Background: an optimization exercise with open tools, aiming at small area and a short achievable clock period. Do not read the settings as production practice. Only simulation tests tie the RTL to the original design; equivalence was not proved. Power and IR drop assume default switching activity.

===== design.v =====
module Core(
  input         clock,
  input         reset,
  output [31:0] io_instrAddr,
  input  [31:0] io_instrData,
  output [31:0] io_dataAddr,
  output [31:0] io_dataWrite,
  input  [31:0] io_dataRead,
  output        io_dataWen,
  output        io_dataRen,
  output [3:0]  io_dataMask,
  output [31:0] io_pcDebug
);
  wire [31:0] ins = io_instrData;
  wire [6:0]  op  = ins[6:0];
  wire [4:0]  rd  = ins[11:7];
  wire [2:0]  f3  = ins[14:12];
  wire [4:0]  rs1 = ins[19:15];
  wire [4:0]  rs2 = ins[24:20];
  wire isOP    = op == 7'h33;
  wire isOPI   = op == 7'h13;
  wire isLUI   = op == 7'h37;
  wire isAUIPC = op == 7'h17;
  wire isJAL   = op == 7'h6f;
  wire isJALR  = op == 7'h67;
  wire isBR    = op == 7'h63;
  wire isLD    = op == 7'h03;
  wire isST    = op == 7'h23;
  wire regWrite = isOP | isOPI | isLUI | isAUIPC | isJAL | isJALR | isLD;
  wire [31:0] iimm = {{20{ins[31]}}, ins[31:20]};
  wire [31:0] uimm = {ins[31:12], 12'h0};
  wire [31:0] bimm = {{20{ins[31]}}, ins[7], ins[30:25], ins[11:8], 1'b0};
  wire [31:0] jimm = {{12{ins[31]}}, ins[19:12], ins[20], ins[30:21], 1'b0};
  reg  [31:1] pcr;
  wire [31:0] pc = {pcr, 1'b0};    
  reg  [32*32-1:32] rf;
  reg  [31:1] valid;
  wire [31:1] wen;
  genvar gi;
  generate
    for (gi = 1; gi < 32; gi = gi + 1) begin : g_dec
      assign wen[gi] = regWrite & (rd == gi);
    end
  endgenerate
  wire [31:0] r1, r2;
  RegRead read1 (.rs(rs1), .valid(valid), .rf(rf), .r(r1));
  RegRead read2 (.rs(rs2), .valid(valid), .rf(rf), .r(r2));
  wire [31:0] addr;
  AddrGen agen (.r1(r1), .imm(ins[31:20]), .addr(addr));
  wire [31:0] bsrc = isLUI ? uimm : (isOPI ? iimm : r2);
  wire opAlu = isOP | isOPI;
  wire isCmp = opAlu & (f3[2:1] == 2'b01);
  wire sub   = (isOP & (f3 == 3'h0) & ins[30]) | isCmp;
  wire [31:0] pc4   = pc + 32'h4;
  wire [31:0] pcImm = isAUIPC ? iimm : (ins[3] ? jimm : bimm);
  wire [31:0] pcAdd = pc + pcImm;
  wire [9:0] wsel;
  assign wsel[0] = isLUI | (opAlu & (f3 == 3'h0));           
  assign wsel[1] = opAlu & (f3 == 3'h1);                     
  assign wsel[2] = opAlu & (f3 == 3'h5);                     
  assign wsel[3] = opAlu & (f3 == 3'h4 | f3 == 3'h6);        
  assign wsel[4] = opAlu & (f3 == 3'h6 | f3 == 3'h7);        
  assign wsel[5] = opAlu & (f3 == 3'h2);                     
  assign wsel[6] = opAlu & (f3 == 3'h3);                     
  assign wsel[7] = isLD;
  assign wsel[8] = isJAL | isJALR;
  assign wsel[9] = isAUIPC;
  wire [31:0] wdata;
  wire        sumZero;
  Exec exec (.r1(r1), .b(bsrc), .sub(sub), .left(~f3[2]), .arith(ins[30]),
             .wsel(wsel), .ld(io_dataRead), .pc4(pc4), .pcAdd(pcAdd),
             .wdata(wdata), .zero(sumZero));
  wire        taken = isBR & sumZero;
  always @(posedge clock) begin
    if (reset)
      pcr <= 31'h40000000;
    else if (isJALR)
      pcr <= addr[31:1];
    else if (isJAL | taken)
      pcr <= pcAdd[31:1];
    else
      pcr <= pc4[31:1];
  end
  always @(posedge clock) begin
    if (reset)
      valid <= 31'h0;
    else
      valid <= valid | wen;
  end
  integer k;
  always @(posedge clock) begin
    for (k = 1; k < 32; k = k + 1)
      if (wen[k]) rf[k*32 +: 32] <= wdata;
  end
  assign io_instrAddr = pc;
  assign io_pcDebug   = pc;
  assign io_dataAddr  = addr;
  assign io_dataWrite = r2;
  assign io_dataWen   = isST;
  assign io_dataRen   = isLD;
  assign io_dataMask  = 4'hf;
endmodule
module RegRead(
  input  [4:0]       rs,
  input  [31:1]      valid,
  input  [1023:32]   rf,
  output reg [31:0]  r
);
  wire [3:0] lo;
  wire [7:0] hi;
  genvar gi;
  generate
    for (gi = 0; gi < 4; gi = gi + 1) begin : g_lo
      assign lo[gi] = rs[1:0] == gi;
    end
    for (gi = 0; gi < 8; gi = gi + 1) begin : g_hi
      assign hi[gi] = rs[4:2] == gi;
    end
  endgenerate
  wire [31:1] sel;
  generate
    for (gi = 1; gi < 32; gi = gi + 1) begin : g_sel
      assign sel[gi] = valid[gi] & lo[gi % 4] & hi[gi / 4];
    end
  endgenerate
  wire [32:0] sx = {1'b0, sel, 1'b0};    
  generate
    for (gi = 0; gi < 32; gi = gi + 1) begin : g_bit
      wire [32:0] d;
      wire [10:0] y;
      genvar k;
      for (k = 0; k < 33; k = k + 1) begin : g_d
        if (k >= 1 && k <= 31) begin : v
          assign d[k] = rf[k*32 + gi];
        end else begin : z
          assign d[k] = 1'b0;
        end
      end
      for (k = 0; k < 11; k = k + 1) begin : g_aoi
        Aoi222 u (.a1(sx[3*k]), .a2(d[3*k]), .b1(sx[3*k+1]), .b2(d[3*k+1]),
                  .c1(sx[3*k+2]), .c2(d[3*k+2]), .y(y[k]));
      end
      wire o0, o1, o2;
      Nand4 n0 (.a(y[0]), .b(y[1]), .c(y[2]), .d(y[3]), .y(o0));
      Nand4 n1 (.a(y[4]), .b(y[5]), .c(y[6]), .d(y[7]), .y(o1));
      Nand3 n2 (.a(y[8]), .b(y[9]), .c(y[10]), .y(o2));
      always @* r[gi] = o0 | o1 | o2;
    end
  endgenerate
endmodule
module AddrGen(
  input  [31:0] r1,
  input  [11:0] imm,
  output [31:0] addr
);
  genvar gi;
  wire [11:0] la = r1[11:0];
  wire [11:0] lb = imm;
  wire [11:0] kg0 = la & lb;
  wire [11:0] kt0 = la | lb;
  wire [11:0] kg1, kt1, kg2, kt2, kg3, kt3, kg4;
  generate
    for (gi = 0; gi < 12; gi = gi + 1) begin : g_ks
      if (gi >= 1) begin : l1
        assign kg1[gi] = kg0[gi] | (kt0[gi] & kg0[gi-1]);
        assign kt1[gi] = kt0[gi] & kt0[gi-1];
      end else begin : l1n
        assign kg1[gi] = kg0[gi];
        assign kt1[gi] = kt0[gi];
      end
      if (gi >= 2) begin : l2
        assign kg2[gi] = kg1[gi] | (kt1[gi] & kg1[gi-2]);
        assign kt2[gi] = kt1[gi] & kt1[gi-2];
      end else begin : l2n
        assign kg2[gi] = kg1[gi];
        assign kt2[gi] = kt1[gi];
      end
      if (gi >= 4) begin : l3
        assign kg3[gi] = kg2[gi] | (kt2[gi] & kg2[gi-4]);
        assign kt3[gi] = kt2[gi] & kt2[gi-4];
      end else begin : l3n
        assign kg3[gi] = kg2[gi];
        assign kt3[gi] = kt2[gi];
      end
      if (gi >= 8) begin : l4
        assign kg4[gi] = kg3[gi] | (kt3[gi] & kg3[gi-8]);
      end else begin : l4n
        assign kg4[gi] = kg3[gi];
      end
    end
  endgenerate
  wire [11:0] lc  = {kg4[10:0], 1'b0};
  wire [11:0] alo = (la ^ lc) ^ lb;
  wire        c12 = kg4[11];
  wire [19:0] ahi = r1[31:12];
  wire [19:0] incm, decm;
  generate
    for (gi = 0; gi < 20; gi = gi + 1) begin : g_incdec
      if (gi == 0) begin : b0
        assign incm[gi] = 1'b1;
        assign decm[gi] = 1'b1;
      end else begin : bn
        assign incm[gi] = &ahi[gi-1:0];
        assign decm[gi] = ~|ahi[gi-1:0];
      end
    end
  endgenerate
  wire        sgn  = imm[11];
  wire [19:0] flip = (c12 == sgn) ? 20'h0 : (c12 ? incm : decm);
  assign addr = {ahi ^ flip, alo};
endmodule
module Aoi222(input a1, a2, b1, b2, c1, c2, output y);
  assign y = ~((a1 & a2) | (b1 & b2) | (c1 & c2));
endmodule
module Nand4(input a, b, c, d, output y);
  assign y = ~(a & b & c & d);
endmodule
module Nand3(input a, b, c, output y);
  assign y = ~(a & b & c);
endmodule
module Exec(
  input  [31:0] r1,
  input  [31:0] b,
  input         sub,
  input         left,
  input         arith,
  input  [9:0]  wsel,
  input  [31:0] ld,
  input  [31:0] pc4,
  input  [31:0] pcAdd,
  output [31:0] wdata,
  output        zero
);
  genvar gi, l;
  wire [31:0] bx = b ^ {32{sub}};
  wire [31:0] p  = r1 ^ bx;
  wire [31:0] g  = r1 & bx;
  wire [31:0] G [0:5];
  wire [31:0] P [0:5];
  assign G[0] = {g[31:1], g[0] | (p[0] & sub)};
  assign P[0] = p;
  generate
    for (l = 0; l < 5; l = l + 1) begin : g_lvl
      for (gi = 0; gi < 32; gi = gi + 1) begin : g_b
        if ((gi >> l) & 1) begin : m
          localparam integer J = ((gi >> l) << l) - 1;
          assign G[l+1][gi] = G[l][gi] | (P[l][gi] & G[l][J]);
          assign P[l+1][gi] = P[l][gi] & P[l][J];
        end else begin : k
          assign G[l+1][gi] = G[l][gi];
          assign P[l+1][gi] = P[l][gi];
        end
      end
    end
  endgenerate
  wire [31:0] c   = {G[5][30:0], sub};
  wire [31:0] sum = p ^ c;
  wire        cout = G[5][31];
  wire sltu = ~cout;
  wire slt  = (r1[31] ^ b[31]) ? r1[31] : sum[31];
  assign zero = ~|sum;
  wire [31:0] shin;
  generate
    for (gi = 0; gi < 32; gi = gi + 1) begin : g_rev
      assign shin[gi] = left ? r1[31 - gi] : r1[gi];
    end
  endgenerate
  wire fill = ~left & arith & r1[31];
  wire [4:0] sh = b[4:0];
  wire [31:0] S [0:5];
  assign S[0] = shin;
  generate
    for (l = 0; l < 5; l = l + 1) begin : g_sh
      for (gi = 0; gi < 32; gi = gi + 1) begin : g_b
        if (gi + (1 << l) < 32) begin : m
          assign S[l+1][gi] = sh[l] ? S[l][gi + (1 << l)] : S[l][gi];
        end else begin : f
          assign S[l+1][gi] = sh[l] ? fill : S[l][gi];
        end
      end
    end
  endgenerate
  wire [31:0] shr = S[5];
  generate
    for (gi = 0; gi < 32; gi = gi + 1) begin : g_out
      wire t = (wsel[0] & sum[gi]) | (wsel[1] & shr[31 - gi]) | (wsel[2] & shr[gi]) |
               (wsel[3] & p[gi]) | (wsel[4] & g[gi]) |
               (wsel[7] & ld[gi]) | (wsel[8] & pc4[gi]) | (wsel[9] & pcAdd[gi]);
      if (gi == 0) begin : b0
        assign wdata[gi] = t | (wsel[5] & slt) | (wsel[6] & sltu);
      end else begin : bn
        assign wdata[gi] = t;
      end
    end
  endgenerate
endmodule

===== run.sh =====
#!/bin/bash
# synth_recipe.tcl (not shown) runs the flow's synth.tcl, then flattens the netlist and writes it again
# the make line also repeats each setting of config.mk as NAME=value (left out here)
make -C /OpenROAD-flow-scripts/flow DESIGN_CONFIG=/design/flow/config.mk WORK_HOME=/design/flow/orfs CLKGATE_MAP_FILE= SYNTH_SCRIPT=/design/flow/synth_recipe.tcl finish

===== config.mk =====
export PLATFORM = sky130hd
export DESIGN_NAME = Core
export DESIGN_NICKNAME = Core
export VERILOG_FILES = /design/flow/design.v
export SDC_FILE = /design/flow/constraint.sdc
export NUM_CORES = 4
export LEC_CHECK = 0
export CAP_MARGIN = 20
export CORE_MARGIN = 2
export CORE_UTILIZATION = 50
export SETUP_SLACK_MARGIN = 5
export SLEW_MARGIN = 20
export SYNTH_HIERARCHICAL = 1

===== constraint.sdc =====
create_clock -name core_clock -period 14.5 [get_ports {clock}]
set_input_delay 2.9000 -clock core_clock [delete_from_list [all_inputs] [get_ports {clock}]]
set_output_delay 2.9000 -clock core_clock [all_outputs]
set_load 0.01 [all_outputs]

==> results.cfg, run 1 <==
[timing]
setup_slack_ns = 4.20
timing.fmax_mhz = 97.1
skew_ns = 0.0362
hold_viol = 0
max_slew_margin = 0.233
period_needed_ns = 10.30
setup_viol = 0
period_share = 0.710
slew_violations = 0
finalSetupTns_ns = 0
worst_pin_slew_ns = 1.15
rsz0062_at_grt = true

[worst_setup_path]
cp-startpoint = io_instrData[17]
startpoint_type = input pin
crit_type = input pin to output port
rrSetupSlack_ns = 6.92
worstPathArrival_ns = 7.40
r2r-start = valid[18]
end_kind = output port
cp_max_fo = 9
rr_endpoint = pcr[27]
cp.required_ns = 11.60
reg2regPathDepth = 27
endpoint = io_dataAddr[22]

[global_routing]
grt_pass1_vias = 43400
grt_use_total = 0.467
antenna_found_initial = 30
grt_pass1_wl_um = 343000
grt_max_degree = 49
grt_remaining_overflow = 0

[cts]
path_clk_slew_ns = 0.06
cts_tree = done
cts.sinks = 1054
clockRootBuffer = clkbuf_16
ctsHtreeMaxLevel = 3
insertion_delay_ns = 0.74
cts_buffers = 108
ctsHoldBuffers = 0
cts_buffer_depth = 3

[floorplan]
dieArea_um2 = 106000
die-height_um = 325
start_util = 0.505
dieWidth_um = 325
core_um2 = 102000
num_rows = 117
pin_count = 200

[yosys]
synthCells = 3766
ys_seq_area_frac = 0.603
async_flop_share = 0
ys_seq_elements = 1054
syn_area_um2 = 51500
synth_edf_count = 992
yosysUniqueCellTypes = 101
yosys_warnings = 9
synth_flop_cell = edfxtp_1
syn_area_per_cell_um2 = 13.7

[cells_and_area]
layout.nets = 4763
n_fill_cell = 7654
final_common_cell = edfxtp_1
area_delta_synth_final_pct = 27.5
fin_util = 0.645
final_cell_mix = edfxtp_1 (992), a222oi_1 (725), buf_4 (318), conb_1 (263), nand2_1 (196)
drive_above_1_share = 0.223
multiInputGateArea_um2 = 22300
regArea_um2 = 31000

[pwr]
ir_drop_mv = 0.125
power_mw = 7.08
p_leak_nw = 23.9
power_density_nw_per_um2 = 108

[routing]
post-route-drc-count = 0
wl_per_cell_um = 42.3
first_iter_violations = 12300
drt-pass1-iter-count = 13
wl_met3_um = 43300
drtAntennaViolNets = 0
detail_route.wirelength_um = 258000
wl_met1_um = 87300
drt-vias-per-instance = 7.82
routed.top_layer = met5
wl_met2_um = 105000
vias = 47700

[outcome]
status = timing/DRC/antenna clean

[placed_design]
dp_slack_ns = 2.11
place_congestion = 1.05
hpwl_um = 156000
port-buffer-count = 193

[min_path]
min_path_type = flip-flop to flip-flop
hold_depth = 1

[run]
max-cap-violations = 0
-- metrics by stage --
step | hold slack [ns] | cells | cell area (um2)
finish | 0.486 | 6098 | 65700
global route | 0.506 | 6081 | 65600
CTS | 0.483 | 6003 | 64300
detailed placement | 0.460 | 5570 | 56700
global placement | 0.459 | 5568 | 56700
floorplan | 0.446 | 4025 | 52500
-- where the power goes --
group	switching, mW	total, mW	leakage [nW]	internal [mW]
Sequential	0.00640	3.31	10.7	3.31
Combinational	0.567	0.914	11.5	0.347
Clock	1.23	2.85	1.74	1.62
-- cell type report --
cell class              count  area share
diodes                     18    0.000686
multi-input cells        2763       0.339
flip-flops and latches   1054       0.473
repair buffers            648       0.105
well taps                1368      0.0261
clock inverters            70      0.0117
clock buffers             129      0.0427
inverters                  48     0.00274
-- per-module statistics from Yosys, one instance, submodules excluded --
module	copies in the design	cells inside	area, um2	flip-flops and latches
AddrGen	1	185	1300	0
Aoi222	704	1	10.0	0
Core	1	1752	35500	1054
Exec	1	773	5480	0
Nand3	64	1	5.00	0
Nand4	128	1	6.26	0
RegRead	2	80	523	0
-- per-layer routing --
metal / GRT usage / up-vias
li1: - / 18300
met5: 0 / -
met4: 0.301 / 46
met1: 0.599 / 23200
met3: 0.180 / 1119
met2: 0.660 / 4948
-- worst min path at each step --
stage / startpoint / end / slack (ns)
after floorplan: valid[12] / valid[12] / 0.45
after global placement: valid[5] / valid[5] / 0.46
after detailed placement: valid[26] / valid[26] / 0.46
after CTS: valid[26] / valid[26] / 0.48
after global routing: valid[10] / valid[10] / 0.51
final: valid[26] / valid[26] / 0.49
-- cells by family (layout without fill, tap and decap cells) --
family | Yosys count | in the layout | synth area share
buffers and inverters | 223 | 895 | 0.0225
other | 4 | 281 | 0.000292
XOR/XNOR | 153 | 153 | 0.0262
multiplexers | 110 | 110 | 0.0273
adder cells (fa/ha/maj) | 81 | 81 | 0.0205
flip-flops | 1054 | 1054 | 0.603
AO/OA/AOI/OAI | 1193 | 1194 | 0.205
AND/OR/NAND/NOR | 948 | 962 | 0.0962
-- state kept, by name, summed over array words and instances (netlist names) --
| name | flops |
|---|---|
| rf | 992 |
| valid | 31 |
| pcr | 31 |
-- cell usage after synthesis, types with 8 or more instances --
cell / instances / share of area
a211oi_1: 20 / 0.0029
a21o_1: 17 / 0.0025
a21oi_1: 97 / 0.0094
a221o_1: 23 / 0.0045
a221oi_1: 11 / 0.0019
a222oi_1: 725 / 0.14
a22oi_1: 39 / 0.0057
a31oi_1: 17 / 0.0021
and2_1: 16 / 0.0019
and3_1: 80 / 0.0097
buf_1: 8 / 0.00058
buf_2: 13 / 0.0013
buf_4: 71 / 0.010
clkbuf_1: 77 / 0.0056
dfxtp_1: 62 / 0.024
edfxtp_1: 992 / 0.58
ha_1: 67 / 0.016
inv_1: 44 / 0.0032
mux2_2: 13 / 0.0028
mux2i_1: 74 / 0.014
mux4_2: 23 / 0.010
nand2_1: 202 / 0.015
nand2b_1: 17 / 0.0021
nand3_1: 104 / 0.010
nand4_1: 150 / 0.018
nor2_1: 185 / 0.013
nor2b_1: 20 / 0.0024
nor3_1: 36 / 0.0035
o211ai_1: 15 / 0.0022
o21a_1: 36 / 0.0052
o21ai_0: 89 / 0.0087
o221ai_1: 10 / 0.0017
o22ai_1: 9 / 0.0011
or3_1: 73 / 0.0089
xnor2_1: 73 / 0.012
xor2_1: 79 / 0.013
-- worst max-delay path, cell delays in order --
cell and delay (ns):
buf_12 0.12, and3b_2 0.27, and3_4 0.20, buf_12 0.13, buf_6 0.11, buf_6 0.12
bufbuf_16 0.27, a222oi_1 0.39, nand4_1 0.57, or3_4 0.73, nor3_4 0.23, buf_4 0.18
nand2b_1 0.12, or3_1 0.32, mux2i_1 0.17, xor2_1 0.17, buf_4 0.15, clkdlybuf4s15_2 0.23
-- repair_timing --
action                                  in CTS  in global routing
cloned                                      40                  7
setup buffers                              194                 70
pin swaps                                  207                140
gates resized for setup                    534                129
endpoints found under the setup margin     215                 65
==> run 2: changes to the inputs <==
==> flow/run.sh (new file) <==
#!/bin/bash
# Layout flow: the standard flow (standard.sh) with the standard synthesis
# unchanged, and two changes to how the layout is made:
#  - the port buffers are buf_2 cells instead of the delay buffers buffer_ports
#    picks by default (every port still gets its buffer);
#  - the clock tree is built without dummy loads;
# Each step's full output goes to a log file of its own in this folder.
set -euo pipefail
bash standard.sh synth > log_1_synth.txt 2>&1
bash standard.sh \
  "BUFFER_PORTS_ARGS=-buffer_cell sky130_fd_sc_hd__buf_2" \
  "CTS_ARGS=-sink_clustering_enable -repair_clock_nets -dont_use_dummy_load" \
  finish > log_2_layout.txt 2>&1
==> standard.sh (new file) <==
#!/bin/bash
# synth_recipe.tcl (not shown) runs the flow's synth.tcl, then flattens the netlist and writes it again
# the make line also repeats each setting of config.mk as NAME=value (left out here)
make -C /OpenROAD-flow-scripts/flow DESIGN_CONFIG=/design/flow/config.mk WORK_HOME=/design/flow/orfs CLKGATE_MAP_FILE= SYNTH_SCRIPT=/design/flow/synth_recipe.tcl "${@:-finish}"
removed: run.sh
==> run 2 against run 1 <==
Critical endpoint is now io_dataAddr[31]. First-iteration DRC count decreased by 1.1%. Critical path type unchanged. Sequential power about the same. Sequential share of layout area is 2.0 points higher.
==> results.cfg, run 2 <==
[timing]
setup_slack_ns = 4.24
timing.fmax_mhz = 97.5
period_needed_ns = 10.26
setup_viol = 0
max_slew_margin = 0.189
skew_ns = 0.103
hold_viol = 0
period_share = 0.707
holdWs_ns = 0.483
rsz0062_at_grt = true
finalSetupTns_ns = 0
slew_violations = 0
worst_pin_slew_ns = 1.22

[floorplan]
pin_count = 200
die-height_um = 325
core_um2 = 102000
start_util = 0.505
dieWidth_um = 325
num_rows = 117
dieArea_um2 = 106000

[cts]
cts.sinks = 1054
insertion_delay_ns = 0.72
cts_tree = done
path_clk_slew_ns = 0.06
cts_buffers = 106
ctsHoldBuffers = 0
ctsHtreeMaxLevel = 3
cts_buffer_depth = 3
clockRootBuffer = clkbuf_16

[cells_and_area]
final_cell_mix = edfxtp_1 (992), a222oi_1 (725), conb_1 (263), buf_4 (252), nand2_1 (195)
drive_above_1_share = 0.234
largest_registers = rf x992, pcr x31, valid x31
regMostFlops = rf
layout.nets = 4673
fin_util = 0.618
largest_reg_flops = 992
multiInputGateArea_um2 = 22300
final_area_um2 = 63000
fin_cells = 5922
regArea_um2 = 31000
area_delta_synth_final_pct = 22.4
n_fill_cell = 7944
final_common_cell = edfxtp_1

[placed_design]
postPlaceCellArea_um2 = 55700
place_congestion = 1.08
hpwl_um = 149000
dp_slack_ns = 2.74
place_inst = 5559
port-buffer-count = 193

[global_routing]
grt_pass1_wl_um = 321000
grt_max_degree = 50
grt_pass1_vias = 41000
grt_remaining_overflow = 0
antenna_found_initial = 33
grt_use_total = 0.433

[routing]
drt-vias-per-instance = 7.80
post-route-drc-count = 0
wl_per_cell_um = 41.6
detail_route.wirelength_um = 246000
drtAntennaViolNets = 0
vias = 46200
first_iter_violations = 12200
drt-pass1-iter-count = 13

[outcome]
status = timing/DRC/antenna clean

[yosys]
yosysUniqueCellTypes = 101
ys_top_cells_by_area = edfxtp_1 (58%), a222oi_1 (14%), dfxtp_1 (2.4%)
synth_edf_count = 992
synth_common_cells = edfxtp_1 (992), a222oi_1 (725), nand2_1 (202)
synth_flop_cell = edfxtp_1
synthCells = 3766
yosys_warnings = 9
yosys.area.top_type_share = 0.579
yosysMostFrequentCell = edfxtp_1
syn_area_um2 = 51500
yosysTopAreaCell = edfxtp_1
ys_seq_elements = 1054
syn_area_per_cell_um2 = 13.7
async_flop_share = 0
ys_seq_area_frac = 0.603

[worst_setup_path]
worstPathArrival_ns = 7.36
crit_type = input pin to output port
startpoint_type = input pin
cp.required_ns = 11.60
end_kind = output port
cp_max_fo = 11

[run]
max-cap-violations = 0

[pwr]
power_mw = 6.50
ir_drop_mv = 0.102
p_leak_nw = 23.1
power_density_nw_per_um2 = 103

[min_path]
min_path_type = flip-flop to flip-flop
[run 2: changes by cell type in the layout (fill, tap and decap cells not counted), sizes merged, moves of 2 or more]
cell,delta
clkdlybuf4s50,-153
buf,+70
clkinv,-50
bufbuf,-14
bufinv,-13
clkbuf,-13
inv,-6
diode,+5
nand2,+2
[run 2: routing by layer]
| layer | GRT usage | vias up | part of all wire |
|---|---|---|---|
| met5 | 0 | - | 0.00071 |
| met4 | 0.223 | 28 | 0.069 |
| met3 | 0.170 | 854 | 0.17 |
| met2 | 0.629 | 4538 | 0.42 |
| met1 | 0.562 | 22700 | 0.34 |
| li1 | - | 18100 | - |
[run 2: power by group]
group          switching, mW  internal [mW]  total, mW
registers            0.00571           3.31       3.31
logic                  0.542          0.298      0.840
clock network           1.07           1.27       2.34
total                   1.62           4.88       6.50
[run 2: final timing paths]
path                                  startpoint         endpoint  slack (ns)  depth (start not counted)
worst min-delay path                   valid[29]        valid[29]        0.48                          2
worst max register to register         valid[21]          pcr[31]        6.89                         24
worst max-delay path            io_instrData[16]  io_dataAddr[31]        4.24                         13
worst min register to register         valid[29]        valid[29]        0.48                          2
[run 2: logic make-up (layout without fill, tap and decap cells)]
logic type / after synthesis / in the layout / share of synthesized area
AO/OA/AOI/OAI: 1193 / 1195 / 0.205
flip-flops: 1054 / 1054 / 0.603
AND/OR/NAND/NOR: 948 / 963 / 0.0962
buffers and inverters: 223 / 712 / 0.0225
XOR/XNOR: 153 / 153 / 0.0262
multiplexers: 110 / 110 / 0.0273
adder cells (fa/ha/maj): 81 / 81 / 0.0205
other: 4 / 286 / 0.000292
[run 2: layout make-up]
cell class	instances	area share
Antenna cell	23	0.000914
Clock buffer	106	0.0421
Inverter	48	0.00286
Multi-Input combinational cell	2765	0.353
Sequential cell	1054	0.493
Tap cell	1368	0.0272
Timing Repair Buffer	558	0.0811
[run 2: repair_timing]
item	CTS	global route
setup buffers	96	91
pin swaps	125	133
endpoints found under the setup margin	61	58
gates resized for setup	292	182
cloned	23	24
[run 2: critical path: stages]
cell,delay (ns)
buf_12,0.13
and3b_2,0.24
and3_4,0.20
bufbuf_16,0.30
a222oi_1,0.43
nand4_1,0.69
or3_4,0.74
nor3_4,0.26
nand4_1,0.17
or4b_1,0.52
mux2i_1,0.19
xor2_1,0.31
buf_2,0.21
[run 2: per-module statistics from Yosys, one instance, submodules excluded]
| module | cells inside | flops+latches |
|---|---|---|
| RegRead | 80 | 0 |
| Exec | 773 | 0 |
| Nand4 | 1 | 0 |
| Aoi222 | 1 | 0 |
| Core | 1752 | 1054 |
| Nand3 | 1 | 0 |
| AddrGen | 185 | 0 |
==> run 3: changes to the inputs <==
--- a/design.v
+++ b/design.v
@@ -43,10 +43,13 @@
     end
   endgenerate
   wire [31:0] r1, r2;
-  RegRead read1 (.rs(rs1), .valid(valid), .rf(rf), .r(r1));
-  RegRead read2 (.rs(rs2), .valid(valid), .rf(rf), .r(r2));
+  wire [31:0] r1n, r2n;
+  RegRead read1 (.rs(rs1), .valid(valid), .rf(rf), .rn(r1n));
+  RegRead read2 (.rs(rs2), .valid(valid), .rf(rf), .rn(r2n));
+  assign r1 = ~r1n;
+  assign r2 = ~r2n;
   wire [31:0] addr;
-  AddrGen agen (.r1(r1), .imm(ins[31:20]), .addr(addr));
+  AddrGen agen (.r1n(r1n), .imm(ins[31:20]), .addr(addr));
   wire [31:0] bsrc = isLUI ? uimm : (isOPI ? iimm : r2);
   wire opAlu = isOP | isOPI;
   wire isCmp = opAlu & (f3[2:1] == 2'b01);
@@ -68,7 +71,7 @@
   wire [31:0] wdata;
   wire        sumZero;
   Exec exec (.r1(r1), .b(bsrc), .sub(sub), .left(~f3[2]), .arith(ins[30]),
-             .wsel(wsel), .ld(io_dataRead), .pc4(pc4), .pcAdd(pcAdd),
+             .wsel(wsel), .ld(io_dataRead), .pc4(pc4[31:1]), .pcAdd(pcAdd),
              .wdata(wdata), .zero(sumZero));
   wire        taken = isBR & sumZero;
   always @(posedge clock) begin
@@ -104,7 +107,7 @@
   input  [4:0]       rs,
   input  [31:1]      valid,
   input  [1023:32]   rf,
-  output reg [31:0]  r
+  output [31:0]      rn
 );
   wire [3:0] lo;
   wire [7:0] hi;
@@ -123,91 +126,118 @@
       assign sel[gi] = valid[gi] & lo[gi % 4] & hi[gi / 4];
     end
   endgenerate
-  wire [32:0] sx = {1'b0, sel, 1'b0};    
   generate
     for (gi = 0; gi < 32; gi = gi + 1) begin : g_bit
-      wire [32:0] d;
+      wire [31:1] d;
       wire [10:0] y;
       genvar k;
-      for (k = 0; k < 33; k = k + 1) begin : g_d
-        if (k >= 1 && k <= 31) begin : v
-          assign d[k] = rf[k*32 + gi];
-        end else begin : z
-          assign d[k] = 1'b0;
-        end
+      for (k = 1; k < 32; k = k + 1) begin : g_d
+        assign d[k] = rf[k*32 + gi];
       end
-      for (k = 0; k < 11; k = k + 1) begin : g_aoi
-        Aoi222 u (.a1(sx[3*k]), .a2(d[3*k]), .b1(sx[3*k+1]), .b2(d[3*k+1]),
-                  .c1(sx[3*k+2]), .c2(d[3*k+2]), .y(y[k]));
+      for (k = 0; k < 10; k = k + 1) begin : g_aoi
+        Aoi222 u (.a1(sel[3*k+1]), .a2(d[3*k+1]), .b1(sel[3*k+2]), .b2(d[3*k+2]),
+                  .c1(sel[3*k+3]), .c2(d[3*k+3]), .y(y[k]));
       end
+      Nand2 u31 (.a(sel[31]), .b(d[31]), .y(y[10]));
       wire o0, o1, o2;
       Nand4 n0 (.a(y[0]), .b(y[1]), .c(y[2]), .d(y[3]), .y(o0));
       Nand4 n1 (.a(y[4]), .b(y[5]), .c(y[6]), .d(y[7]), .y(o1));
       Nand3 n2 (.a(y[8]), .b(y[9]), .c(y[10]), .y(o2));
-      always @* r[gi] = o0 | o1 | o2;
+      Nor3 nr (.a(o0), .b(o1), .c(o2), .y(rn[gi]));
     end
   endgenerate
 endmodule
 module AddrGen(
-  input  [31:0] r1,
+  input  [31:0] r1n,
   input  [11:0] imm,
   output [31:0] addr
 );
   genvar gi;
-  wire [11:0] la = r1[11:0];
-  wire [11:0] lb = imm;
-  wire [11:0] kg0 = la & lb;
-  wire [11:0] kt0 = la | lb;
-  wire [11:0] kg1, kt1, kg2, kt2, kg3, kt3, kg4;
+  wire [11:0] an = r1n[11:0];
+  wire [11:0] g0, t0;
+  generate
+    for (gi = 0; gi < 12; gi = gi + 1) begin : g_gt
+      GtN u (.an(an[gi]), .b(imm[gi]), .g(g0[gi]), .t(t0[gi]));
+    end
+  endgenerate
+  wire [11:0] g1, t1, g2, t2, g3, t3, g4;
   generate
     for (gi = 0; gi < 12; gi = gi + 1) begin : g_ks
       if (gi >= 1) begin : l1
-        assign kg1[gi] = kg0[gi] | (kt0[gi] & kg0[gi-1]);
-        assign kt1[gi] = kt0[gi] & kt0[gi-1];
+        Ao21 ug (.g1(g0[gi]), .t1(t0[gi]), .g0(g0[gi-1]), .g(g1[gi]));
+        And2 ut (.a(t0[gi]), .b(t0[gi-1]), .y(t1[gi]));
       end else begin : l1n
-        assign kg1[gi] = kg0[gi];
-        assign kt1[gi] = kt0[gi];
+        assign g1[gi] = g0[gi];
+        assign t1[gi] = t0[gi];
       end
       if (gi >= 2) begin : l2
-        assign kg2[gi] = kg1[gi] | (kt1[gi] & kg1[gi-2]);
-        assign kt2[gi] = kt1[gi] & kt1[gi-2];
+        Ao21 ug (.g1(g1[gi]), .t1(t1[gi]), .g0(g1[gi-2]), .g(g2[gi]));
+        And2 ut (.a(t1[gi]), .b(t1[gi-2]), .y(t2[gi]));
       end else begin : l2n
-        assign kg2[gi] = kg1[gi];
-        assign kt2[gi] = kt1[gi];
+        assign g2[gi] = g1[gi];
+        assign t2[gi] = t1[gi];
       end
       if (gi >= 4) begin : l3
-        assign kg3[gi] = kg2[gi] | (kt2[gi] & kg2[gi-4]);
-        assign kt3[gi] = kt2[gi] & kt2[gi-4];
+        Ao21 ug (.g1(g2[gi]), .t1(t2[gi]), .g0(g2[gi-4]), .g(g3[gi]));
+        And2 ut (.a(t2[gi]), .b(t2[gi-4]), .y(t3[gi]));
       end else begin : l3n
-        assign kg3[gi] = kg2[gi];
-        assign kt3[gi] = kt2[gi];
+        assign g3[gi] = g2[gi];
+        assign t3[gi] = t2[gi];
       end
       if (gi >= 8) begin : l4
-        assign kg4[gi] = kg3[gi] | (kt3[gi] & kg3[gi-8]);
+        Ao21 ug (.g1(g3[gi]), .t1(t3[gi]), .g0(g3[gi-8]), .g(g4[gi]));
       end else begin : l4n
-        assign kg4[gi] = kg3[gi];
+        assign g4[gi] = g3[gi];
       end
     end
   endgenerate
-  wire [11:0] lc  = {kg4[10:0], 1'b0};
-  wire [11:0] alo = (la ^ lc) ^ lb;
-  wire        c12 = kg4[11];
-  wire [19:0] ahi = r1[31:12];
-  wire [19:0] incm, decm;
+  wire [11:0] c   = {g4[10:0], 1'b0};
+  wire [11:0] x   = an ^ ~imm;
+  wire [11:0] lo  = x ^ c;
+  wire        c12 = g4[11];
+  wire [19:0] hn = r1n[31:12];
+  wire [19:0] hi = ~hn;
+  wire [19:0] A [0:5];
+  wire [19:0] D [0:5];
+  assign A[0] = hi;
+  assign D[0] = hn;
+  genvar l;
   generate
-    for (gi = 0; gi < 20; gi = gi + 1) begin : g_incdec
-      if (gi == 0) begin : b0
-        assign incm[gi] = 1'b1;
-        assign decm[gi] = 1'b1;
-      end else begin : bn
-        assign incm[gi] = &ahi[gi-1:0];
-        assign decm[gi] = ~|ahi[gi-1:0];
+    for (l = 0; l < 5; l = l + 1) begin : g_pl
+      for (gi = 0; gi < 20; gi = gi + 1) begin : g_b
+        if ((gi >> l) & 1) begin : m
+          localparam integer J = ((gi >> l) << l) - 1;
+          And2 ua (.a(A[l][gi]), .b(A[l][J]), .y(A[l+1][gi]));
+          And2 ud (.a(D[l][gi]), .b(D[l][J]), .y(D[l+1][gi]));
+        end else begin : k
+          assign A[l+1][gi] = A[l][gi];
+          assign D[l+1][gi] = D[l][gi];
+        end
       end
     end
   endgenerate
-  wire        sgn  = imm[11];
-  wire [19:0] flip = (c12 == sgn) ? 20'h0 : (c12 ? incm : decm);
-  assign addr = {ahi ^ flip, alo};
+  wire [19:0] incm = {A[5][18:0], 1'b1};
+  wire [19:0] decm = {D[5][18:0], 1'b1};
+  wire        sgn = imm[11];
+  wire [19:0] withC = sgn ? hi : hi ^ incm;
+  wire [19:0] noC   = sgn ? hi ^ decm : hi;
+  assign addr = {c12 ? withC : noC, lo};
+endmodule
+module GtN(input an, b, output g, t);
+  assign g = ~an & b;
+  assign t = ~an | b;
+endmodule
+module Nand2(input a, b, output y);
+  assign y = ~(a & b);
+endmodule
+module Nor3(input a, b, c, output y);
+  assign y = ~(a | b | c);
+endmodule
+module Ao21(input g1, t1, g0, output g);
+  assign g = g1 | (t1 & g0);
+endmodule
+module And2(input a, b, output y);
+  assign y = a & b;
 endmodule
 module Aoi222(input a1, a2, b1, b2, c1, c2, output y);
   assign y = ~((a1 & a2) | (b1 & b2) | (c1 & c2));
@@ -226,7 +256,7 @@
   input         arith,
   input  [9:0]  wsel,
   input  [31:0] ld,
-  input  [31:0] pc4,
+  input  [31:1] pc4,
   input  [31:0] pcAdd,
   output [31:0] wdata,
   output        zero
@@ -285,11 +315,11 @@
     for (gi = 0; gi < 32; gi = gi + 1) begin : g_out
       wire t = (wsel[0] & sum[gi]) | (wsel[1] & shr[31 - gi]) | (wsel[2] & shr[gi]) |
                (wsel[3] & p[gi]) | (wsel[4] & g[gi]) |
-               (wsel[7] & ld[gi]) | (wsel[8] & pc4[gi]) | (wsel[9] & pcAdd[gi]);
+               (wsel[7] & ld[gi]) | (wsel[9] & pcAdd[gi]);
       if (gi == 0) begin : b0
         assign wdata[gi] = t | (wsel[5] & slt) | (wsel[6] & sltu);
       end else begin : bn
-        assign wdata[gi] = t;
+        assign wdata[gi] = t | (wsel[8] & pc4[gi]);
       end
     end
   endgenerate
==> run 3 against run 2 <==
Highest routed layer unchanged. Synthesized area is 1.3% higher. Largest cell class unchanged. Clock power hardly changed. Sequential share of layout area is 1.0 points higher. Synthesized cell count is 3.2% higher. Via count is 3.1% lower. Cell count is 2.6% lower. Critical path depth is 4 higher. Clock skew is 0.060 ns lower. Fmax is 3.4% higher.
==> results.cfg, run 3 <==
[worst_setup_path]
cp_max_fo = 10
end_kind = output port
crit_slowest_cell = nor3_4
cp.required_ns = 11.60
path_common_cell = a21o_1
slowest_delay_ns = 0.48
path_cells = buf_6 > and2_1 > and3_4 > buf_4 > a222oi_1 > nand4_1 > nor3_4 > nand2b_1 > a21o_1 > a21o_1 > a21o_1 > a21o_4 > and2b_4 > buf_12 > a22oi_2 > xnor2_2 > buf_2
startpoint_type = input pin
worstPathArrival_ns = 7.02
crit_type = input pin to output port

[timing]
period_needed_ns = 9.92
max_slew_margin = 0.201
skew_ns = 0.0430
worst_pin_slew_ns = 1.20
slew_violations = 0
finalSetupTns_ns = 0
rsz0062_at_grt = true
period_share = 0.684
setup_slack_ns = 4.58
timing.fmax_mhz = 101
setup_viol = 0
hold_viol = 0

[routing]
drtAntennaViolNets = 0
detail_route.wirelength_um = 237000
post-route-drc-count = 0
first_iter_violations = 10700
vias = 44800
wl_per_cell_um = 41.0
drt-vias-per-instance = 7.77
drt-pass1-iter-count = 13

[cells_and_area]
regMostFlops = rf
largest_registers = rf x992, pcr x31, valid x31
largest_reg_flops = 992
area_delta_synth_final_pct = 18.4
n_fill_cell = 8225
final_cell_mix = edfxtp_1 (992), a222oi_1 (660), nand2_1 (234), buf_4 (225), buf_2 (182)
final_common_cell = edfxtp_1
layout.nets = 4511
drive_above_1_share = 0.232
fin_util = 0.597

[floorplan]
pin_count = 200
num_rows = 118
start_util = 0.504
dieArea_um2 = 107000
dieWidth_um = 327
core_um2 = 103000
die-height_um = 327

[cts]
clockRootBuffer = clkbuf_16
cts_tree = done
cts_buffers = 106
path_clk_slew_ns = 0.06
insertion_delay_ns = 0.71
cts_buffer_depth = 3
ctsHtreeMaxLevel = 3
cts.sinks = 1054

[global_routing]
grt_max_degree = 51
grt_pass1_wl_um = 316000
grt_remaining_overflow = 0
grt_use_total = 0.422
grt_pass1_vias = 40800
antenna_found_initial = 21

[placed_design]
hpwl_um = 148000
port-buffer-count = 193
dp_slack_ns = 2.67
place_congestion = 1.11

[run]
max-cap-violations = 0

[yosys]
synthCells = 3886
yosys_warnings = 9
syn_area_um2 = 52200
syn_area_per_cell_um2 = 13.4

[pwr]
power_mw = 5.88
ir_drop_mv = 0.108
power_density_nw_per_um2 = 95.2
p_leak_nw = 23.9

[min_path]
min_path_type = flip-flop to flip-flop

[outcome]
status = timing/DRC/antenna clean
-- run 3: changes by cell type in the layout (fill, tap and decap cells not counted), moves of 39 or more --
| cell | before | now |
|---|---|---|
| conb_1 | 263 | 6 |
| and2_1 | 13 | 94 |
| inv_1 | 43 | 119 |
| a222oi_1 | 725 | 660 |
| a21o_1 | 17 | 76 |
| nor3_4 | 4 | 50 |
| nand2_1 | 195 | 234 |
-- run 3: critical path, delay by kind of cell --
| kind | cells | cell delay, ns |
|---|---|---|
| AOI/OAI and AO/OA | 6 | 1.26 |
| xor gates and xnor gates | 1 | 0.29 |
| buffers and inverters | 4 | 0.64 |
| and+or+nand+nor | 6 | 1.89 |
-- run 3: through the flow --
stage | hold slack (ns) | cells | area [um2]
after detailed placement | 0.469 | 5457 | 55600
after floorplan | 0.446 | 3890 | 52200
after CTS | 0.501 | 5673 | 60400
final | 0.502 | 5767 | 61700
after global routing | 0.512 | 5753 | 61700
after global placement | 0.469 | 5457 | 55600
-- run 3: layout make-up --
type	instances	area, um2	share of cell area
Antenna cell	16	40.0	0.000649
Clock buffer	106	2650	0.0430
Inverter	126	473	0.00766
Multi-Input combinational cell	2570	21300	0.344
Sequential cell	1054	31000	0.503
Tap cell	1380	1730	0.0280
Timing Repair Buffer	515	4560	0.0739
-- run 3: power breakdown --
| part | switching [mW] | leakage (nW) | internal (mW) |
|---|---|---|---|
| Combinational | 0.157 | 11.4 | 0.0760 |
| Clock | 1.07 | 1.31 | 1.27 |
| Sequential | 0.00980 | 11.2 | 3.29 |
| Total | 1.24 | 23.9 | 4.64 |
-- run 3: timing repair --
| action | 4_1_cts | 5_1_grt |
|---|---|---|
| gates resized for setup | 228 | 113 |
| gates cloned | 17 | 13 |
| hold buffers | 0 | 0 |
| setup buffers | 93 | 65 |
| pin swaps | 127 | 114 |
| setup endpoints to repair | 61 | 58 |
-- run 3: layer usage --
layer,wire [um],global-route usage,vias to the layer above
li1,-,-,17800
met1,78600,0.517,21900
met2,102000,0.635,4172
met3,37000,0.155,902
met4,18600,0.261,18
met5,116,0,-
-- run 3: final timing paths --
kind / start / end / slack, ns / depth (start not counted)
max: io_instrData[15] / io_dataAddr[26] / 4.58 / 17
min: valid[29] / valid[29] / 0.50 / 1
max reg2reg: valid[16] / pcr[27] / 7.21 / 29
min reg2reg: valid[29] / valid[29] / 0.50 / 1
==> run 4: changes to the inputs <==
--- a/design.v
+++ b/design.v
@@ -120,14 +120,16 @@
       assign hi[gi] = rs[4:2] == gi;
     end
   endgenerate
-  wire [31:1] sel;
+  wire [31:1] selA, selB;
   generate
     for (gi = 1; gi < 32; gi = gi + 1) begin : g_sel
-      assign sel[gi] = valid[gi] & lo[gi % 4] & hi[gi / 4];
+      And3 ua (.a(valid[gi]), .b(lo[gi % 4]), .c(hi[gi / 4]), .y(selA[gi]));
+      And3 ub (.a(valid[gi]), .b(lo[gi % 4]), .c(hi[gi / 4]), .y(selB[gi]));
     end
   endgenerate
   generate
     for (gi = 0; gi < 32; gi = gi + 1) begin : g_bit
+      wire [31:1] sel = (gi < 16) ? selA : selB;
       wire [31:1] d;
       wire [10:0] y;
       genvar k;
@@ -227,6 +229,9 @@
   assign g = ~an & b;
   assign t = ~an | b;
 endmodule
+module And3(input a, b, c, output y);
+  assign y = a & b & c;
+endmodule
 module Nand2(input a, b, output y);
   assign y = ~(a & b);
 endmodule
==> flow/run.sh (replaced) <==
#!/bin/bash
# Layout flow: the standard flow (standard.sh) with the standard synthesis
# unchanged, and two changes to how the layout is made:
#  - the port buffers are buf_2 cells instead of the delay buffers buffer_ports
#    picks by default (every port still gets its buffer);
#  - the clock tree is built without dummy loads, from larger sink clusters.
# Each step's full output goes to a log file of its own in this folder.
set -euo pipefail
bash standard.sh synth > log_1_synth.txt 2>&1
bash standard.sh \
  "BUFFER_PORTS_ARGS=-buffer_cell sky130_fd_sc_hd__buf_2" \
  "CTS_ARGS=-sink_clustering_enable -repair_clock_nets -dont_use_dummy_load -sink_clustering_size 30 -sink_clustering_max_diameter 100" \
  finish > log_2_layout.txt 2>&1
==> run 4 against run 3 <==
Largest power group unchanged. Clock power decreased by 36%. Hold slack improved by 0.055 ns. Still clean on timing, DRC and antenna. Critical path type unchanged. Clock skew increased by 0.092 ns. Highest routed layer unchanged.
==> results.cfg, run 4 <==
[cells_and_area]
final_cell_mix = edfxtp_1 (992), a222oi_1 (661), nand2_1 (254), buf_4 (201), buf_2 (187)
largest_registers = rf x992, pcr x31, valid x31
final_common_cell = edfxtp_1
drive_above_1_share = 0.207
n_fill_cell = 8538
multiInputGateArea_um2 = 21600
regMostFlops = rf
layout.nets = 4493
largest_reg_flops = 992
final_area_um2 = 59600
area_delta_synth_final_pct = 13.5
regArea_um2 = 31000

[global_routing]
antenna_found_initial = 3
grt_max_degree = 65
grt_remaining_overflow = 0
grt_use_total = 0.371
grt_pass1_wl_um = 289000
grt_pass1_vias = 39700

[timing]
hold_viol = 0
worst_pin_slew_ns = 1.09
finalSetupTns_ns = 0
period_needed_ns = 9.74
timing.fmax_mhz = 103
setup_slack_ns = 4.76
rsz0062_at_grt = true
holdWs_ns = 0.557
slew_violations = 0
setup_viol = 0
skew_ns = 0.135
max_slew_margin = 0.271
period_share = 0.672

[placed_design]
postPlaceCellArea_um2 = 55800
dp_slack_ns = 2.66
hpwl_um = 140000
place_congestion = 1.07
port-buffer-count = 193

[cts]
path_clk_slew_ns = 0.10
cts_buffer_depth = 3
ctsHoldBuffers = 0
ctsHtreeMaxLevel = 2
insertion_delay_ns = 0.72
cts.sinks = 1054
clockRootBuffer = clkbuf_16
cts_buffers = 46
cts_tree = done

[worst_setup_path]
crit_type = input pin to output port
end_kind = output port
rrSetupSlack_ns = 7.40
worstPathArrival_ns = 6.84
startpoint_type = input pin
cp.required_ns = 11.60
cp_max_fo = 16

[floorplan]
pin_count = 200
core_um2 = 104000
dieArea_um2 = 108000
dieWidth_um = 328
die-height_um = 328
num_rows = 118
start_util = 0.506

[yosys]
syn_area_um2 = 52500
yosys_warnings = 9
synthCells = 4007
syn_area_per_cell_um2 = 13.1

[routing]
drt-vias-per-instance = 7.57
drt-pass1-iter-count = 11
post-route-drc-count = 0
drtAntennaViolNets = 0
wl_per_cell_um = 36.5
vias = 43400
detail_route.wirelength_um = 209000
first_iter_violations = 9599

[outcome]
status = timing/DRC/antenna clean

[pwr]
power_density_nw_per_um2 = 84.1
p_leak_nw = 22.8
ir_drop_mv = 0.0894

[run]
max-cap-violations = 0

[min_path]
min_path_type = flip-flop to flip-flop
run 4: cell count changes in the layout (fill, tap and decap cells not counted), moves of 9 or more:
cell,before,now
and3_2,25,49
o21a_1,40,10
buf_6,39,21
nand2_1,234,254
xor2_1,69,78
buf_4,225,201
a21oi_1,83,101
and3_1,28,61
nand4_1,145,157
buf_12,37,22
nor2_1,136,173
clkbuf_16,118,53
diode_2,16,4
run 4: timing repair:
action / CTS / global route
cloned: 12 / 7
buffers inserted: 59 / 53
setup endpoints to repair: 187 / 50
pin swaps: 80 / 118
resized for setup: 222 / 115
run 4: metrics by stage:
step / power [mW] / instances / utilization
floorplan: 3.47 / 4011 / -
global route: 5.12 / 5733 / 0.574
detailed placement: 3.55 / 5556 / 0.538
finish: 5.01 / 5737 / 0.574
CTS: 5.00 / 5673 / 0.563
global placement: 3.55 / 5552 / 0.537
run 4: report_power, final:
group | leakage, nW | switching, mW | total (mW) | internal (mW)
Combinational | 11.3 | 0.153 | 0.230 | 0.0771
Sequential | 11.0 | 0.00603 | 3.29 | 3.28
Clock | 0.567 | 0.917 | 1.49 | 0.569
run 4: final cells by class:
| cell class | count | area share |
|---|---|---|
| antenna | 4 | 0.000168 |
| clock buffer | 46 | 0.0193 |
| inverter | 130 | 0.00819 |
| multi-input combinational | 2675 | 0.363 |
| sequential | 1054 | 0.521 |
| tap | 1380 | 0.0290 |
| timing repair buffer | 448 | 0.0593 |
run 4: worst paths after layout:
| check | startpoint | endpoint | cells past startpoint |
|---|---|---|---|
| max | io_instrData[16] | io_dataAddr[24] | 19 |
| min | valid[3] | valid[3] | 2 |
| max reg2reg | valid[22] | pcr[29] | 29 |
| min reg2reg | valid[3] | valid[3] | 2 |
run 4: layer usage:
metal | share of wire | wire (um) | GRT usage | vias up
li1 | - | - | - | 17900
met1 | 0.36 | 75100 | 0.491 | 21400
met2 | 0.44 | 92800 | 0.572 | 3557
met3 | 0.14 | 29700 | 0.0952 | 601
met4 | 0.056 | 11800 | 0.176 | 4
met5 | 0.00011 | 23 | 0 | -
run 4: worst max-delay path: stages:
cell and delay, ns:
buf_4 0.16, nor2b_4 0.16, buf_6 0.16, and3_2 0.35, a222oi_1 0.46, nand3_1 0.36, nor3_4 0.26, buf_6 0.18
nor2b_2 0.06, a21o_1 0.17, a21o_1 0.16, a21o_1 0.16, a21o_4 0.24, and2b_4 0.35, buf_12 0.14, buf_12 0.11
a22oi_2 0.06, xnor2_2 0.20, buf_2 0.16
==> run 5: changes to the inputs <==
--- a/config.mk
+++ b/config.mk
@@ -7,7 +7,7 @@
 export LEC_CHECK = 0
 export CAP_MARGIN = 20
 export CORE_MARGIN = 2
-export CORE_UTILIZATION = 50
+export CORE_UTILIZATION = 58
 export SETUP_SLACK_MARGIN = 5
 export SLEW_MARGIN = 20
 export SYNTH_HIERARCHICAL = 1
==> run 5 against run 4 <==
Hold slack got worse by 0.017 ns. Design area decreased by 1.1%. Critical path depth decreased by 1. Synthesized cell count unchanged. Register-to-register slack worse by 0.19 ns. Combinational power about the same. Via count rose by 1.5%. Worst setup slack worse by 0.017 ns. Critical path type unchanged. Critical endpoint is now io_dataAddr[31]. Highest routed layer unchanged.
==> results.cfg, run 5 <==
[timing]
worst_pin_slew_ns = 1.21
hold_viol = 0
slew_violations = 0
holdWs_ns = 0.540
max_slew_margin = 0.190
rsz0062_at_grt = true
finalSetupTns_ns = 0
skew_ns = 0.101
timing.fmax_mhz = 102
period_needed_ns = 9.76
period_share = 0.673
setup_viol = 0

[floorplan]
core_um2 = 89900
pin_count = 200
die-height_um = 305
num_rows = 110
start_util = 0.584
dieArea_um2 = 92900
dieWidth_um = 305

[yosys]
syn_area_um2 = 52500
syn_area_per_cell_um2 = 13.1
yosys_warnings = 9
synthCells = 4007

[cells_and_area]
layout.nets = 4471
final_cell_mix = edfxtp_1 (992), a222oi_1 (661), nand2_1 (253), buf_4 (191), buf_2 (187)
area_delta_synth_final_pct = 12.2
regMostFlops = rf
final_common_cell = edfxtp_1
largest_registers = rf x992, pcr x31, valid x31
largest_reg_flops = 992
n_fill_cell = 6669
drive_above_1_share = 0.198

[routing]
detail_route.wirelength_um = 207000
first_iter_violations = 10400
wl_per_cell_um = 37.5
drt-vias-per-instance = 8.01
vias = 44100
drt-pass1-iter-count = 15
post-route-drc-count = 0
drtAntennaViolNets = 0

[worst_setup_path]
cp_max_fo = 16
path_common_cell = and2_1
path_cells = buf_12 > nor2b_4 > buf_6 > buf_4 > and3_1 > buf_4 > a222oi_1 > nand4_1 > nor3_4 > inv_1 > and2_1 > and2_4 > and2_1 > and2_1 > and2_1 > a22oi_2 > xor2_2 > buf_2
slowest_delay_ns = 0.48
worstPathArrival_ns = 6.86
cp.required_ns = 11.60
reg2regPathDepth = 26
crit_type = input pin to output port
startpoint_type = input pin
crit_slowest_cell = nand4_1
end_kind = output port

[placed_design]
place_congestion = 1.02
hpwl_um = 140000
port-buffer-count = 193

[global_routing]
grt_pass1_wl_um = 285000
grt_max_degree = 65
grt_use_total = 0.422
grt_remaining_overflow = 0
antenna_found_initial = 4
grt_pass1_vias = 40400

[outcome]
status = timing/DRC/antenna clean

[pwr]
power_density_nw_per_um2 = 84.0
p_leak_nw = 22.6
ir_drop_mv = 0.146

[cts]
cts_buffers = 43
clockRootBuffer = clkbuf_16
cts_buffer_depth = 3
ctsHtreeMaxLevel = 2
cts.sinks = 1054
insertion_delay_ns = 0.67
cts_tree = done
ctsHoldBuffers = 0
path_clk_slew_ns = 0.11

[min_path]
min_path_type = flip-flop to flip-flop
hold_depth = 2

[run]
max-cap-violations = 0
run 5: cell count changes in the layout (fill, tap and decap cells not counted), sizes merged:
cell / delta
buf: -17
clkbuf: -6
diode: -2
nor3b: +1
run 5: timing repair:
item / in CTS / in global routing
cloned: 2 / 14
buffers inserted: 40 / 61
setup endpoints to repair: 190 / 54
gates resized for setup: 196 / 131
hold endpoints to repair: 0 / 0
pin swaps: 67 / 131
run 5: critical path: cells and delay by family:
kind | cells | cell delay [ns]
xor+xnor | 1 | 0.22
buf+inv | 6 | 0.95
compound gates | 2 | 0.66
simple gates | 9 | 2.07
run 5: power by group:
part / total [mW] / internal (mW) / switching, mW
Combinational: 0.227 / 0.0741 / 0.153
Sequential: 3.29 / 3.28 / 0.00570
Clock: 1.43 / 0.535 / 0.892
Total: 4.94 / 3.89 / 1.05
run 5: final timing paths:
check / end / start / slack [ns]
setup reg to reg: pcr[31] / valid[22] / 7.21
hold / removal: valid[3] / valid[3] / 0.54
hold reg to reg: valid[3] / valid[3] / 0.54
setup / recovery: io_dataAddr[31] / io_instrData[16] / 4.74
run 5: routing by layer:
layer	global-route usage	share of wire	wire (um)	vias to the layer above
met2	0.647	0.44	91200	4002
met4	0.181	0.057	11900	2
met3	0.123	0.16	33300	649
met5	0	0.000068	14	-
li1	-	-	-	17800
met1	0.565	0.34	70300	21600
run 5: per-stage QoR:
step | setup slack (ns) | std cells | util | power (mW) | instance area, um2
after floorplan | 5.20 | 4011 | - | 3.47 | 52500
after global placement | 3.00 | 5346 | 0.617 | 3.55 | 55500
after detailed placement | 2.85 | 5347 | 0.617 | 3.55 | 55500
after CTS | 4.98 | 5432 | 0.641 | 4.91 | 57700
after global routing | 4.76 | 5507 | 0.655 | 5.05 | 58900
final | 4.74 | 5509 | 0.655 | 4.94 | 58900
run 5: cell type report:
class	count	area (um2)	share of cell area
multi-input cells	2676	21600	0.367
well taps	1176	1470	0.0250
diodes	2	5.00	0.0000850
flip-flops and latches	1054	31000	0.527
clock buffers	43	1080	0.0183
inverters	130	488	0.00829
repair buffers	428	3200	0.0544
==> run 6: changes to the inputs <==
--- a/design.v
+++ b/design.v
@@ -232,6 +232,9 @@
 module And3(input a, b, c, output y);
   assign y = a & b & c;
 endmodule
+module Xor2(input a, b, output y);
+  assign y = a ^ b;
+endmodule
 module Nand2(input a, b, output y);
   assign y = ~(a & b);
 endmodule
@@ -293,7 +296,18 @@
   wire        cout = G[5][31];
   wire sltu = ~cout;
   wire slt  = (r1[31] ^ b[31]) ? r1[31] : sum[31];
-  assign zero = ~|sum;
+  wire [31:0] t = r1 | bx;
+  wire [31:0] z;
+  generate
+    for (gi = 0; gi < 32; gi = gi + 1) begin : g_z
+      if (gi == 0) begin : b0
+        Xor2 u (.a(p[0]), .b(sub), .y(z[0]));
+      end else begin : bn
+        Xor2 u (.a(p[gi]), .b(t[gi-1]), .y(z[gi]));
+      end
+    end
+  endgenerate
+  assign zero = ~|z;
   wire [31:0] shin;
   generate
     for (gi = 0; gi < 32; gi = gi + 1) begin : g_rev
--- a/config.mk
+++ b/config.mk
@@ -7,7 +7,7 @@
 export LEC_CHECK = 0
 export CAP_MARGIN = 20
 export CORE_MARGIN = 2
-export CORE_UTILIZATION = 58
+export CORE_UTILIZATION = 50
 export SETUP_SLACK_MARGIN = 5
 export SLEW_MARGIN = 20
 export SYNTH_HIERARCHICAL = 1
==> run 6 against run 5 <==
Synthesized cell count about the same. Register-to-register slack better by 0.44 ns. Clock power about the same. Worst setup slack better by 0.019 ns. Die area up 17%. Sequential share of layout area up 0.21 points. Via count down 2.5%. Largest cell class unchanged. Largest power group unchanged. Highest routed layer unchanged.
==> results.cfg, run 6 <==
[cells_and_area]
largest_reg_flops = 992
final_common_cell = edfxtp_1
final_cell_mix = edfxtp_1 (992), a222oi_1 (663), inv_1 (210), nand2_1 (203), buf_2 (190)
area_delta_synth_final_pct = 10.6
regMostFlops = rf
layout.nets = 4451
drive_above_1_share = 0.174
largest_registers = rf x992, pcr x31, valid x31

[worst_setup_path]
startpoint_type = input pin
cp.required_ns = 11.60
r2r-start = valid[22]
cp_max_fo = 12
crit_type = input pin to output port
rrSetupSlack_ns = 7.65
rr_endpoint = rf[188]
worstPathArrival_ns = 6.84
end_kind = output port
reg2regPathDepth = 16

[pwr]
power_density_nw_per_um2 = 84.5
p_leak_nw = 22.9
ir_drop_mv = 0.0874

[timing]
skew_ns = 0.125
finalSetupTns_ns = 0
max_slew_margin = 0.194
timing.fmax_mhz = 103
period_needed_ns = 9.74
rsz0062_at_grt = true
hold_viol = 0
slew_violations = 0
worst_pin_slew_ns = 1.20
setup_viol = 0
setup_slack_ns = 4.76
period_share = 0.672

[cts]
cts_buffers = 45
insertion_delay_ns = 0.71
path_clk_slew_ns = 0.11
cts.sinks = 1054
clockRootBuffer = clkbuf_16
cts_buffer_depth = 3
cts_tree = done
ctsHtreeMaxLevel = 2

[routing]
drtAntennaViolNets = 0
detail_route.wirelength_um = 209000
vias = 43000
post-route-drc-count = 0
first_iter_violations = 10300
wl_per_cell_um = 36.8
drt-vias-per-instance = 7.57
drt-pass1-iter-count = 14

[run]
max-cap-violations = 0

[global_routing]
grt_pass1_wl_um = 291000
antenna_found_initial = 6
grt_remaining_overflow = 0
grt_use_total = 0.373
grt_pass1_vias = 39900
grt_max_degree = 41

[floorplan]
die-height_um = 330
core_um2 = 105000
num_rows = 119
start_util = 0.504
dieWidth_um = 330
pin_count = 200
dieArea_um2 = 109000

[placed_design]
dp_slack_ns = 3.65
hpwl_um = 141000
port-buffer-count = 193
place_congestion = 1.00

[yosys]
yosys_warnings = 9
syn_area_um2 = 53000
syn_area_per_cell_um2 = 13.2
synthCells = 4010

[min_path]
worstHoldStart = valid[3]
min_to = valid[3]
min_path_type = flip-flop to flip-flop
hold_depth = 2

[outcome]
status = timing/DRC/antenna clean
[run 6: changes by cell type in the layout (fill, tap and decap cells not counted), sizes merged, moves of 19 or more]
| cell | change |
|---|---|
| o21a | +21 |
| nor2 | -34 |
| ha | +30 |
| nand2 | -53 |
| inv | +80 |
| xor2 | +19 |
| a211oi | -27 |
| buf | -71 |
[run 6: area by class of cell]
class                      instances  area [um2]
antenna                            5        12.5
clock buffer                      45        1130
fill                            8704       46600
inverter                         213         800
multi-input combinational       2616       21500
sequential                      1054       31000
tap                             1391        1740
timing repair buffer             353        2450
[run 6: worst max path at each step]
stage | cells after the start | end | start
6_report | 17 | io_dataAddr[20] | io_instrData[19]
5_1_grt | 19 | io_dataAddr[16] | io_instrData[16]
4_1_cts | 15 | io_dataAddr[31] | io_instrData[18]
3_5_place_dp | 15 | io_dataAddr[31] | io_instrData[17]
3_3_place_gp | 14 | io_dataAddr[31] | io_instrData[19]
2_1_floorplan | 15 | io_dataAddr[24] | io_instrData[18]
[run 6: power breakdown]
part           total [mW]  switching [mW]  internal (mW)  leakage, nW
sequential           3.29         0.00611           3.28         11.3
combinational       0.203           0.135         0.0686         11.0
clock                1.46           0.906          0.558        0.555
total                4.96            1.05           3.91         22.9
[run 6: repair_timing]
action                     4_1_cts  5_1_grt
gates resized for setup        148       38
setup endpoints to repair       61      243
gates cloned                    11        0
pin swaps                       57       39
setup buffers                   44       12
hold buffers                     0        0
[run 6: worst max-delay path: stages]
cell      delay [ns]
buf_12          0.13
and3b_2         0.31
and3_4          0.26
a222oi_1        0.37
nand4_1         0.47
nor3_4          0.41
nand2b_1        0.12
and2_4          0.16
a21o_1          0.19
a21o_1          0.19
a21o_4          0.23
and2b_4         0.36
buf_12          0.13
buf_12          0.11
a22oi_4         0.05
xnor2_1         0.23
buf_2           0.18
[run 6: routing by layer]
metal	part of all wire	track usage	up-vias
met4	0.053	0.160	6
met5	0.00022	0	-
met1	0.37	0.498	21400
met3	0.14	0.0968	502
li1	-	-	17700
met2	0.44	0.579	3428
[run 6: stage by stage]
stage	cells	total power, mW	hold WS [ns]	utilization	cell area [um2]
5_1_grt	5674	5.08	0.568	0.557	58600
6_report	5677	4.96	0.540	0.557	58700
3_3_place_gp	5557	3.54	0.506	0.533	56100
2_1_floorplan	4014	3.46	0.476	-	53000
4_1_cts	5660	4.97	0.531	0.555	58400
3_5_place_dp	5560	3.54	0.513	0.534	56200
==> run 7: changes to the inputs <==
--- a/flow/run.sh
+++ b/flow/run.sh
@@ -9,5 +9,5 @@
 bash standard.sh synth > log_1_synth.txt 2>&1
 bash standard.sh \
   "BUFFER_PORTS_ARGS=-buffer_cell sky130_fd_sc_hd__buf_2" \
-  "CTS_ARGS=-sink_clustering_enable -repair_clock_nets -dont_use_dummy_load -sink_clustering_size 30 -sink_clustering_max_diameter 100" \
+  "CTS_ARGS=-sink_clustering_enable -repair_clock_nets -dont_use_dummy_load -sink_clustering_size 25 -sink_clustering_max_diameter 80" \
   finish > log_2_layout.txt 2>&1
==> run 7 against run 6 <==
Largest cell class unchanged. Combinational power barely moved. Worst setup slack improved by 0.0074 ns. Via count rose by 0.76%. Synthesized cell count did not move. Fmax barely moved. Clock skew rose by 0.0084 ns. Utilization rose by 0.45 points. Clock power rose by 12%. Die area did not move. Register-to-register slack got worse by 0.08 ns. Non-clock buffer count rose by 20. Flip-flop and latch count did not move.
==> results.cfg, run 7 <==
[pwr]
power_density_nw_per_um2 = 86.6
p_comb_frac = 0.040
clkPwrFrac = 0.318
switching_share = 0.212
p_seq_frac = 0.642
internal-power_mw = 4.03
switching_power_mw = 1.09
p_leak_nw = 23.1
ir_drop_mv = 0.0958

[worst_setup_path]
crit_slowest_cell = nand4_1
cp_max_fo = 13
slowest_delay_ns = 0.42
cp-startpoint = io_instrData[18]
r2r-start = valid[22]
rrSetupSlack_ns = 7.57
worstPathArrival_ns = 6.83
path_cells = buf_6 > and3b_4 > and3_4 > a222oi_1 > nand4_1 > nor3_4 > nand2b_1 > a21o_1 > a21o_1 > a21o_1 > a21o_4 > and2b_4 > buf_12 > a22oi_2 > xnor2_1 > buf_2
path_common_cell = a21o_1
end_kind = output port
startpoint_type = input pin
cp.required_ns = 11.60
crit_type = input pin to output port

[timing]
setup_viol = 0
worst_pin_slew_ns = 1.21
timing.fmax_mhz = 103
finalSetupTns_ns = 0
skew_ns = 0.134
period_share = 0.671
max_slew_margin = 0.184
period_needed_ns = 9.73
rsz0062_at_grt = true
slew_violations = 0
hold_viol = 0

[floorplan]
dieWidth_um = 330
pin_count = 200
start_util = 0.504
core_um2 = 105000
num_rows = 119
dieArea_um2 = 109000
die-height_um = 330

[cells_and_area]
fin_cells = 5712
regMostFlops = rf
area_delta_synth_final_pct = 11.5
largest_registers = rf x992, pcr x31, valid x31
drive_above_1_share = 0.182
final_area_um2 = 59100
largest_reg_flops = 992
final_common_cell = edfxtp_1
layout.nets = 4486
final_cell_mix = edfxtp_1 (992), a222oi_1 (663), inv_1 (210), nand2_1 (202), buf_2 (189)

[run]
max-cap-violations = 0

[placed_design]
postPlaceCellArea_um2 = 56200
port-buffer-count = 193
place_congestion = 1.00
place_inst = 5560
hpwl_um = 141000

[min_path]
worstHoldStart = valid[3]
min_path_type = flip-flop to flip-flop

[global_routing]
grt_max_degree = 41
grt_pass1_vias = 40100
antenna_found_initial = 6
grt_use_total = 0.373
grt_pass1_wl_um = 291000
grt_remaining_overflow = 0

[cts]
ctsHtreeMaxLevel = 2
ctsHoldBuffers = 0
path_clk_slew_ns = 0.09
cts_tree = done
cts_buffers = 56
insertion_delay_ns = 0.74
cts.sinks = 1054
clockRootBuffer = clkbuf_16
cts_buffer_depth = 3

[yosys]
syn_area_per_cell_um2 = 13.2
syn_area_um2 = 53000
yosys_warnings = 9
synthCells = 4010

[routing]
drt-vias-per-instance = 7.58
vias = 43300
wl_per_cell_um = 36.9
drt-pass1-iter-count = 17
first_iter_violations = 10100
drtAntennaViolNets = 0
post-route-drc-count = 0
detail_route.wirelength_um = 211000

[outcome]
status = timing/DRC/antenna clean
==> run 7: power by group through the flow <==
| stage | logic [mW] | clock network, mW | registers (mW) |
|---|---|---|---|
| final | 0.203 | 1.63 | 3.29 |
| after global routing | 0.213 | 1.73 | 3.29 |
| after CTS | 0.189 | 1.65 | 3.29 |
| after detailed placement | 0.181 | 0 | 3.36 |
| after global placement | 0.180 | 0 | 3.36 |
| after floorplan | 0.105 | 0 | 3.36 |
==> run 7: timing repair <==
action | in CTS | in global routing
gates resized for setup | 127 | 82
setup buffers | 34 | 40
cloned | 12 | 5
endpoints found under the setup margin | 58 | 243
pin swaps | 44 | 72
==> run 7: final timing paths <==
| kind | end | cells past startpoint |
|---|---|---|
| max | io_dataAddr[25] | 16 |
| min | valid[3] | 2 |
| min reg2reg | valid[3] | 2 |
| max reg2reg | rf[188] | 17 |
==> run 7: final cells by class <==
cell class / count / area [um2]
flip-flops and latches: 1054 / 31000
multi-input cells: 2620 / 21600
repair buffers: 373 / 2570
clock buffers: 56 / 1400
well taps: 1391 / 1740
fillers: 8683 / 46100
diodes: 5 / 12.5
inverters: 213 / 800
==> run 7: critical path: cells and delay by family <==
| family | cells | cell delay [ns] |
|---|---|---|
| AO/OA/AOI/OAI | 6 | 1.21 |
| XOR/XNOR | 1 | 0.24 |
| buffers and inverters | 3 | 0.53 |
| AND/OR/NAND/NOR | 6 | 1.92 |
==> run 7: metrics by stage <==
step / worst slack [ns] / utilization / power [mW] / hold WS (ns)
finish: 4.77 / 0.562 / 5.12 / 0.541
global route: 4.77 / 0.562 / 5.24 / 0.564
CTS: 4.94 / 0.555 / 5.12 / 0.527
detailed placement: 3.65 / 0.534 / 3.54 / 0.513
global placement: 3.61 / 0.533 / 3.54 / 0.506
floorplan: 5.79 / - / 3.46 / 0.476
==> run 7: routing by layer <==
| metal | routed length, um | global-route usage | vias up | part of all wire |
|---|---|---|---|---|
| met1 | 76200 | 0.492 | 21400 | 0.36 |
| met5 | 52 | 0 | - | 0.00025 |
| met3 | 29400 | 0.107 | 618 | 0.14 |
| li1 | - | - | 17700 | - |
| met4 | 12900 | 0.178 | 8 | 0.061 |
| met2 | 92100 | 0.570 | 3550 | 0.44 |

## afterwards: timing with drivers on the ports
Ports are ideal in the flow. The routed layouts listed here were re-timed in OpenROAD. Step 1, drivers: a clkbuf_16 drives clock and a buf_2 each remaining input, both assumed. Step 2 times the ports against the registers' clock, not the clock port: input delays grow and output delays shrink by t, the midpoint of the rising clock arrivals with the driver on. a / b / c = ideal ports / drivers / drivers and shift; a / b = the first two.
run | shift t [ns] | slack for setup (ns)
run 1 | 0.802 | 4.198 / 4.032 / 3.918
run 2 | 0.749 | 4.245 / 4.026 / 3.791
run 3 | 0.764 | 4.585 / 4.393 / 4.227
run 4 | 0.733 | 4.760 / 4.560 / 4.401
run 5 | 0.699 | 4.743 / 4.692 / 4.242
run 6 | 0.730 | 4.762 / 4.695 / 4.428
run 7 | 0.754 | 4.769 / 4.728 / 4.441
After both steps every run listed still meets setup and hold.
